Context: an optimization exercise on an open-source flow, tuned for small area, a short achievable clock period and few clock cycles per item. The choices shown serve that exercise and are no tape-out recipe.
In this exercise RTL edits were held to simulation tests only and were not proved equivalent to the original.

== TR ==
Design ntt32_163841, start of the top module:
module ntt32_163841 ( clk, rst, start, input_fg, addr, din, dout, valid );
make LEC_CHECK=0 CAP_MARGIN=20 CORE_MARGIN=2 CORE_UTILIZATION=45 SETUP_SLACK_MARGIN=4.3 SLEW_MARGIN=20 finish   # period 8.0 ns
run.sh (not shown) runs the stock make flow with config.mk's settings and CLKGATE_MAP_FILE= SYNTH_SCRIPT=/design/flow/synth_recipe.tcl, a recipe that flattens the netlist after the stock synthesis.
Testbench counts of TR, summed over its fixed seeds: cycles 35,912, txns 96.
What AL does differently from TR at the input level:
--- a/flow/design.v
+++ b/flow/design.v
@@ -883,32 +883,34 @@
   csa #(19) ke (.x(m1s), .y(m1c), .z(19'd360448), .s(m2s), .c(m2c));
   wire signed [18:0] r2  = m1s + m1c + 19'd1;
   wire signed [18:0] r2m = m2s + m2c;       
   wire [18:0] m3s, m3c;
   csa #(19) kf (.x(m1s), .y(m1c), .z(19'd442368), .s(m3s), .c(m3c));
   wire [18:0] dcmp = m3s + m3c;
   assign xc = dcmp[18] ? r2[17:0] : r2m[17:0];
   always @(posedge clk) if (!hold) x <= r2;
 endmodule
 module jmul (
   input                     clk,
-  input      signed [21:0]  t,
+  input      signed [18:0]  s,
   output reg [16:0]         jl,
   output reg [20:0]         jh
 );
-  wire [35:0] te = {{14{t[21]}}, t};
-  wire [35:0] j1s, j1c;
-  csa #(36) ja (.x(te << 13), .y(~(te << 5)), .z(~(te << 2)), .s(j1s), .c(j1c));
+  wire [35:0] se = {{17{s[18]}}, s};
+  wire [35:0] j1s, j1c, j2s, j2c, j3s, j3c;
+  csa #(36) ja (.x(se << 16), .y(se << 13), .z(~(se << 8)), .s(j1s), .c(j1c));
+  csa #(36) jb (.x(~(se << 6)), .y(~(se << 2)), .z(j1s), .s(j2s), .c(j2c));
+  csa #(36) jc (.x(j1c), .y(j2c), .z(j2s), .s(j3s), .c(j3c));
   always @(posedge clk) begin
-    jl <= j1s[14:0] + j1c[14:0] + 17'd2;
-    jh <= j1s[35:15] + j1c[35:15];
+    jl <= j3s[14:0] + j3c[14:0] + 17'd3;
+    jh <= j3s[35:15] + j3c[35:15];
   end
 endmodule
 module kred5 (
   input  [21:0] v,
   output [17:0] r
 );
   wire [17:0] l  = {{3{v[14]}}, v[14:0]};
   wire [17:0] hn = ~{{11{v[21]}}, v[21:15]};        
   wire [17:0] cs, cc;
   csa #(18) c0 (.x({l[15:0], 2'b00}), .y(l), .z(hn), .s(cs), .c(cc));
   assign r = cs + cc + {17'd0, ~v[14]};
@@ -1211,40 +1213,35 @@
   reg signed [17:0] x0d1, x0d2, x0d3;
   reg signed [18:0] X0;
   always @(posedge clk) begin
     x0d1 <= x0;
     x0d2 <= x0d1;
     x0d3 <= x0d2;
     X0   <= pwbp[4] ? X1 : x0d3;    
     dout <= kc1;           
   end
   reg  signed [21:0] v0, v2;
   reg  signed [19:0] s1;
-  wire [21:0] x1e = {{3{X1[18]}}, X1};
-  wire [21:0] x3e = {{3{X3[18]}}, X3};
-  wire [21:0] n1s, n1c, n2s, n2c;
-  csa #(22) c91 (.x(x1e << 3), .y(x1e), .z(~(x3e << 3)), .s(n1s), .c(n1c));
-  csa #(22) c92 (.x(n1s), .y(n1c), .z(~x3e), .s(n2s), .c(n2c));
-  reg  signed [21:0] s9;
+  reg  signed [18:0] s3;
   always @(posedge clk) begin
     v0 <= X0 + X1 + X2 + X3;
     v2 <= X0 + X2 - X1 - X3;
     s1 <= X0 - X2;
-    s9 <= n2s + n2c + 22'd2;
+    s3 <= X1 - X3;
   end
   wire [17:0] k0, k2;
   kred5 r0 (.v(v0), .r(k0));
   kred5 r2 (.v(v2), .r(k2));
   wire        [16:0] jl;
   wire        [20:0] jh;
-  jmul mj (.clk(clk), .t(s9), .jl(jl), .jh(jh));
+  jmul mj (.clk(clk), .s(s3), .jl(jl), .jh(jh));
   reg  [17:0] y0d, y2d;
   reg  signed [19:0] s1d;
   always @(posedge clk) begin
     y0d <= k0;
     y2d <= k2;
     s1d <= s1;
   end
   wire [21:0] t1 = {3'd0, jl, 2'b00};
   wire [21:0] t2 = {5'd0, jl};
   wire [21:0] t4 = {{2{s1d[19]}}, s1d};
   wire [21:0] pa_s, pa_c, pb_s, pb_c, ma_s, ma_c, mb_s, mb_c;
@@ -1273,36 +1270,34 @@
   reg       wwe [0:3];
   reg [4:0] wwa [0:3];
   reg [1:0] wsel [0:3];
   always @(posedge clk) begin
     for (i = 0; i < 4; i = i + 1) begin
       wwe[i]  <= ws_act & ((ws_md != 2'd1) | ~(i[0] ^ ws_base[0]));
       wwa[i]  <= laddr(ws_md, ws_pl, ws_vd, ws_a2, ws_a1, ws_base, i[1:0]);
       wsel[i] <= (ws_md == 2'd2) ? (ws_base - i[1:0]) : (i[1:0] - ws_base);
     end
   end
   reg        ldv, ld_fg;
-  reg [3:0]  ld_be;       
-  reg [3:0]  ld_wa;       
+  reg [5:0]  ld_addr;
   reg [17:0] din_r;
-  wire [1:0] in_bank = addr[5:4] + addr[3:2] + addr[1:0] + {1'b0, input_fg};
   always @(posedge clk) begin
-    ldv   <= (state == ST_IDLE);
-    ld_fg <= input_fg;
-    ld_wa <= addr[5:2];
-    ld_be <= 4'd1 << in_bank;
-    din_r <= din;
+    ldv     <= (state == ST_IDLE);
+    ld_fg   <= input_fg;
+    ld_addr <= addr;
+    din_r   <= din;
   end
+  wire [1:0] ld_bank = ld_addr[5:4] + ld_addr[3:2] + ld_addr[1:0] + {1'b0, ld_fg};
   always @(*) begin
     for (i = 0; i < 4; i = i + 1) begin
       if (ldv) begin
-        bwe[i] = ld_be[i];
-        bwa[i] = {ld_fg, ld_wa};
+        bwe[i] = (ld_bank == i[1:0]);
+        bwa[i] = {ld_fg, ld_addr[5:2]};
         bwd[i] = din_r;
       end else begin
         bwe[i] = wwe[i];
         bwa[i] = wwa[i];
         bwd[i] = y[wsel[i]];
       end
     end
   end
 endmodule
--- outcome ---
Looking at launch point of the worst path, the m1.r1[2]$_DFF_P_ result is from TR; the s3[9]$_DFF_P_ one comes from AL.
AL vs. TR: unique cell type count in the Yosys netlist went up about 18%, depth of the critical timing path with buffers and inverters included lower.
Relative to TR, the number of antenna violations at the first check in global routing of AL is lower by 8.
[compare] base=TR new=AL: final cell count fell by 0.38%; number of signal-net buffers in the layout rose 9.0%.
Testbench counts of AL, summed over its fixed seeds: cycles 35,912, txns 96.


== run C ==
ntt32_163841, a different RTL version from the one above (not shown whole).
Size: ~16000 cells after synthesis, roughly 3500 flip-flops, roughly 180000 µm² of cells after synthesis.
// ntt32_163841
module ntt32_163841 ( clk, rst, start, input_fg, addr, din, dout, valid );
clock: 8.0 ns
lec_check: 0
cap_margin: 20
core_margin: 2
core_utilization: 45
setup_slack_margin: 4.6
slew_margin: 20
Run C was carried through to the last stage, and its layout satisfied the timing, design-rule and antenna checks.
Testbench counts of run C, summed over its fixed seeds: cycles 36,104, txns 96.
For run R, these inputs were changed with respect to run C:
diff --git a/flow/design.v b/flow/design.v
--- a/flow/design.v
+++ b/flow/design.v
@@ -926,22 +926,22 @@
   input             [5 : 0]  addr;
   input  signed     [17 : 0] din;
   output reg signed [17 : 0] dout;
   output                     valid;
   localparam signed [18:0] Q = 19'sd163841;
   localparam signed [17:0] C_OUT = 18'sd55847;   
   localparam ST_IDLE = 2'd0, ST_COMP = 2'd1, ST_VALID = 2'd2;
   localparam [7:0] PW0  = 8'd96;     
   localparam [7:0] IV1  = 8'd128;    
-  localparam [7:0] IV2  = 8'd151;    
-  localparam [7:0] IEND = 8'd167;
-  localparam [7:0] WLAT = 8'd10;     
-  localparam [7:0] DONE = 8'd176;    
+  localparam [7:0] IV2  = 8'd150;    
+  localparam [7:0] IEND = 8'd166;
+  localparam [7:0] WLAT = 8'd9;      
+  localparam [7:0] DONE = 8'd174;    
   function [15:0] seq;
     input [7:0] c;
     reg       act, pl;
     reg [1:0] md, vd, a2, a1, a0;
     reg [3:0] e, g;
     reg [7:0] cc;
     begin
       act = 1'b1; md = 2'd0; pl = 1'b0; vd = 2'd0;
       a2 = 2'd0; a1 = 2'd0; a0 = 2'd0; e = 4'd0;
@@ -1216,32 +1216,31 @@
   reg signed [17:0] x0d1, x0d2, x0d3;
   reg signed [18:0] X0;
   always @(posedge clk) begin
     x0d1 <= x0;
     x0d2 <= x0d1;
     x0d3 <= x0d2;
     X0   <= pwbp[4] ? X1 : x0d3;    
     dout <= kc1;           
   end
-  reg  signed [19:0] a0p, a0m, a1p, a1m;
-  always @(posedge clk) begin
-    a0p <= X0 + X2;
-    a0m <= X0 - X2;
-    a1p <= X1 + X3;
-    a1m <= X1 - X3;
-  end
-  reg  signed [21:0] v0, v2, s9;
+  reg  signed [21:0] v0, v2;
   reg  signed [19:0] s1;
+  wire [21:0] x1e = {{3{X1[18]}}, X1};
+  wire [21:0] x3e = {{3{X3[18]}}, X3};
+  wire [21:0] n1s, n1c, n2s, n2c;
+  csa #(22) c91 (.x(x1e << 3), .y(x1e), .z(~(x3e << 3)), .s(n1s), .c(n1c));
+  csa #(22) c92 (.x(n1s), .y(n1c), .z(~x3e), .s(n2s), .c(n2c));
+  reg  signed [21:0] s9;
   always @(posedge clk) begin
-    v0 <= a0p + a1p;
-    v2 <= a0p - a1p;
-    s9 <= (a1m <<< 3) + a1m;
-    s1 <= a0m;
+    v0 <= X0 + X1 + X2 + X3;
+    v2 <= X0 + X2 - X1 - X3;
+    s1 <= X0 - X2;
+    s9 <= n2s + n2c + 22'd2;
   end
   wire [17:0] k0, k2;
   kred5 r0 (.v(v0), .r(k0));
   kred5 r2 (.v(v2), .r(k2));
   wire        [16:0] jl;
   wire        [20:0] jh;
   jmul mj (.clk(clk), .t(s9), .jl(jl), .jh(jh));
   reg  [17:0] y0d, y2d;
   reg  signed [19:0] s1d;
## What came out
The lower area growth from synthesis to layout of run R and run C is in run C.
Of run R and run C, the lower final critical path time including I/O delays and setup belongs to run C.
In run R the flop-to-flop setup slack turned out 0.08 ns lower than in run C.
Re number of signal-net buffers in the layout: run R is about 3.8% up on run C.
Diff run C -> run R: via count moved up, overall routed net length saw an increase.
The higher worst max-slew margin expressed relative to the limit came out of run R.
Compare run R and run C | share of final layout cell area taken by non-clock buffers higher: run R
When the final numbers for run R and run C were put side by side, the post-route clock period utilization turned out to be greater in run R.
Post-synth design cell area is lower on run C
Run R: core utilization is 0.48 points higher than what run C reported.
Testbench counts of run R, summed over its fixed seeds: cycles 35,912, txns 96.

## port drivers added, routing unchanged
Ports are ideal in the flow. The routed layouts listed here were re-timed in OpenROAD. Step 1, drivers: a clkbuf_16 drives clk and a buf_2 each remaining input, both assumed. Step 2 times the ports against the registers' clock, not the clock port: input delays grow and output delays shrink by t, the midpoint of the rising clock arrivals with the driver on. Slacks: no drivers / after step 1 / after step 2; pairs: no drivers / after step 1.
| run | t (ns) | setup WS [ns] | hold WS [ns] | latest minus earliest clock arrival (ns) | worst data-port slew with drivers (ns) |
|---|---|---|---|---|---|
| TR | 1.071 | 4.011 / 4.011 / 3.247 | 0.321 / 0.321 / 0.321 | 0.104 / 0.104 | 0.20 |
| AL | 1.052 | 3.970 / 3.970 / 3.352 | 0.319 / 0.319 / 0.319 | 0.113 / 0.113 | 0.23 |
| run C | 1.094 | 3.987 / 3.987 / 3.547 | 0.316 / 0.316 / 0.316 | 0.103 / 0.103 | 0.17 |
| run R | 1.058 | 3.912 / 3.912 / 3.494 | 0.282 / 0.282 / 0.282 | 0.122 / 0.122 | 0.21 |
After both steps every run listed still meets setup and hold. For TR, which loses most, drivers alone change the setup slack by 0.000 ns; drivers and shift together by -0.764 ns.
